What follows belongs to an exercise in optimizing a design on an open flow for small area, a short achievable clock period and few clock cycles per item; a production flow would make more cautious choices.
The RTL was checked by simulation tests, not by an equivalence proof against the original design.
Power figures rest on the tool's default switching activity, not on a simulated workload.

==> flow/design.v (excerpt) <==
module PolyMult(clk, rst, start, A3, A2, A1, A0, B3, B2, B1, B0, finish, C3, C2, C1, C0);
input clk, rst, start;
input [7:0] A3, A2, A1, A0, B3 , B2 , B1 , B0;
output reg finish ;
output reg [7:0] C3, C2, C1, C0;
wire [7:0] c0, c1, c2, c3;
wire p0_1, p0_2, p0_3, p0_4, p0_5, p0_6, p0_7, p0_8, p0_9, p0_10, p0_11, p0_12, p0_13, p0_14, p0_15, p0_16;
wire p0_17, p0_18, p0_19, p0_20, p0_21, p0_22, p0_23, p0_24, p0_25, p0_26, p0_27, p0_28, p0_29, p0_30, p0_31, p0_32;
wire p0_33, p0_34, p0_35, p0_36, p0_37, p0_38, p0_39, p0_40, p0_41, p0_42, p0_43, p0_44, p0_45, p0_46, p0_47, p0_48;
wire p0_49, p0_50, p0_51, p0_52, p0_53, p0_54, p0_55, p0_56, p0_57, p0_58, p0_59, p0_60, p0_61, p0_62, p0_63, p0_64;
wire p0_65, p0_66, p0_67, p0_68, p0_69, p0_70, p0_71, p0_72, p0_73, p0_74, p0_75, p0_76, p0_77, p0_78, p0_79, p0_80;
wire p0_81, p0_82, p0_83, p0_84, p0_85, p0_86, p0_87, p0_88, p0_89, p0_90, p0_91, p0_92, p0_93, p0_94, p0_95, p0_96;
wire p0_97, p0_98, p0_99, p0_100, p0_101, p0_102, p0_103, p0_104, p0_105, p0_106, p0_107, p0_108, p0_109, p0_110, p0_111, p0_112;
wire p0_113, p0_114, p0_115, p0_116, p0_117, p0_118, p0_119, p0_120, p0_121, p0_122, p0_123, p0_124, p0_125, p0_126, p0_127, p0_128;
wire p0_129, p0_130, p0_131, p0_132, p0_133, p0_134, p0_135, p0_136, p0_137, p0_138, p0_139, p0_140, p0_141, p0_142, p0_143, p0_144;
wire s0_145, c0_146, s0_147, c0_148, s0_149, c0_150, s0_151, c0_152, s0_153, c0_154, s0_155, c0_156, s0_157, c0_158, s0_159, c0_160;
wire s0_161, c0_162, s0_163, c0_164, s0_165, c0_166, s0_167, c0_168, s0_169, c0_170, s0_171, c0_172, s0_173, c0_174, s0_175, c0_176;
wire s0_177, c0_178, s0_179, c0_180, s0_181, c0_182, s0_183, c0_184, s0_185, c0_186, s0_187, c0_188, s0_189, c0_190, s0_191, c0_192;
  ...
Size: ~1,500 cells after synthesis, roughly 100 I/O pins, roughly 0.013 mm² of cells after synthesis.
==> flow/config.mk <==
export PLATFORM = sky130hd
export DESIGN_NAME = PolyMult
export DESIGN_NICKNAME = PolyMult
export VERILOG_FILES = /design/flow/design.v
export SDC_FILE = /design/flow/constraint.sdc
export NUM_CORES = 4
export LEC_CHECK = 0
export CAP_MARGIN = 20
export CORE_MARGIN = 2
export CORE_UTILIZATION = 65
export SLEW_MARGIN = 20
export SYNTH_HIERARCHICAL = 1
export SYNTH_MINIMUM_KEEP_SIZE = 0
==> flow/constraint.sdc <==
create_clock -name core_clock -period 6.0 [get_ports {clk}]
set_input_delay 1.2000 -clock core_clock [delete_from_list [all_inputs] [get_ports {clk}]]
set_output_delay 1.2000 -clock core_clock [all_outputs]
set_load 0.01 [all_outputs]
standard.sh (not shown) runs the stock make flow with config.mk's settings and CLKGATE_MAP_FILE= SYNTH_SCRIPT=/design/flow/synth_recipe.tcl, a recipe that flattens the netlist after the stock synthesis.
==> flow/flow/run.sh <==
#!/bin/bash
# The standard layout (the standard.sh) with these ORFS variables changed:
#   port buffers: sky130_fd_sc_hd__buf_4, then resized after global placement by their load
#   
# The whole make output goes to standard_flow.log; ORFS keeps each step's log under orfs/logs/.
set -euo pipefail
bash standard.sh BUFFER_PORTS_ARGS='-buffer_cell sky130_fd_sc_hd__buf_4' POST_GLOBAL_PLACE_TCL=$(pwd)/flow/post_gpl.tcl  finish > standard_flow.log 2>&1
==> flow/flow/post_gpl.tcl <==
# After global placement: the output ports drive only a 10 fF load and have
# ample slack, so their port buffers are made the smallest buffer.
foreach inst [get_cells output*] {
  if {[get_property $inst ref_name] eq "sky130_fd_sc_hd__buf_4"} {
    replace_cell $inst sky130_fd_sc_hd__buf_1
  }
}
foreach inst [get_cells input*] {
  if {[get_property $inst ref_name] ne "sky130_fd_sc_hd__buf_4"} continue
  set port [get_full_name [get_nets -of_objects [get_pins [get_full_name $inst]/A]]]
  if {![regexp {^[AB][0-3]\[([0-7])\]$} $port -> bit]} continue
  if {$bit <= 1} {
    replace_cell $inst sky130_fd_sc_hd__buf_12
  } elseif {$bit <= 3} {
    replace_cell $inst sky130_fd_sc_hd__buf_8
  } elseif {$bit <= 5} {
    replace_cell $inst sky130_fd_sc_hd__buf_6
  }
}
Testbench counts at the start, summed over its fixed seeds: cycles 804, items 800.
Edit:
--- a/flow/flow/post_gpl.tcl
+++ b/flow/flow/post_gpl.tcl
@@ -11,8 +11,8 @@
   if {![regexp {^[AB][0-3]\[([0-7])\]$} $port -> bit]} continue
-  if {$bit <= 1} {
-    replace_cell $inst sky130_fd_sc_hd__buf_12
-  } elseif {$bit <= 3} {
+  if {$bit <= 2} {
     replace_cell $inst sky130_fd_sc_hd__buf_8
-  } elseif {$bit <= 5} {
+  } elseif {$bit <= 4} {
     replace_cell $inst sky130_fd_sc_hd__buf_6
+  } elseif {$bit >= 6} {
+    replace_cell $inst sky130_fd_sc_hd__buf_2
   }
- CORE_UTILIZATION: 65 -> 55
After rerunning: The new run ran to the end with no violations; hold slack loses 0.013 ns; setup slack gets worse by 0.019 ns; utilization came out lower by 11 points; via count went down by a few percent; synthesized cell count is unchanged.
Edit:
- CORE_UTILIZATION: 55 -> 65
- GPL_ROUTABILITY_DRIVEN: not set -> 0
The new run went through all stages and came out clean.
Hold slack hardly moves.
Combinational power is about the same.
Die area falls by 15%.
Critical path depth is unchanged.
Count of clock-buffer cells in the layout rises by 1.
Sequential share of layout area is about the same.
Clock power falls by 15%.
Edit:
--- a/flow/flow/run.sh
+++ b/flow/flow/run.sh
@@ -2,3 +2,3 @@
 # The standard layout (the standard.sh) with these ORFS variables changed:
-#   port buffers: sky130_fd_sc_hd__buf_4, then resized after global placement by their load
+#   port buffers: sky130_fd_sc_hd__buf_4, then output ones resized after global placement
 #   
==> flow/flow/post_gpl.tcl (replaced) <==
# After global placement: the output ports drive only a 10 fF load and have
# ample slack, so their port buffers are made the smallest buffer.
foreach inst [get_cells output*] {
  if {[get_property $inst ref_name] eq "sky130_fd_sc_hd__buf_4"} {
    replace_cell $inst sky130_fd_sc_hd__buf_1
  }
}
- GPL_ROUTABILITY_DRIVEN: 0 -> not set
- PLACE_DENSITY: not set -> 0.75
Wire length is lower by 3.1%.
Setup slack got worse by 0.21 ns.
Critical path depth stays the same.
Flip-flop and latch count does not change.
Area after synthesis is unchanged.

==> static timing again, ports no longer ideal <==
How much do the figures lean on ideal ports? The routed layouts below were timed once more, with nothing changed but the port constraints.
Step 1 (the two cells are an assumption about what drives the block):
set clk [get_ports {clk}]
set_driving_cell -lib_cell sky130_fd_sc_hd__clkbuf_16 $clk
set_driving_cell -lib_cell sky130_fd_sc_hd__buf_2 [delete_from_list [all_inputs] $clk]
Step 2 times the ports against the registers' clock, not the clock port: input delays grow and output delays shrink by t, the midpoint of the rising clock arrivals with the driver on.
a / b / c = ideal / step 1 / step 2; a / b = the first two.
run	t, ns	setup WS [ns]	worst setup path after step 2	clock arrival spread, ns	cell pins on the clock port's net
the first run	0.342	1.092 / 1.100 / 0.758	input to register	0.007 / 0.008	1
the second run	0.344	1.073 / 1.063 / 0.720	input to register	0.007 / 0.007	1
the third run	0.349	1.086 / 1.086 / 0.737	input to register	0.006 / 0.007	1
the fourth run	0.336	0.872 / 0.883 / 0.547	input to register	0.006 / 0.006	1
After both steps every run listed still meets setup and hold. The setup slack of the second run, which loses most, moves by -0.010 ns with the drivers and by -0.353 ns with both steps.
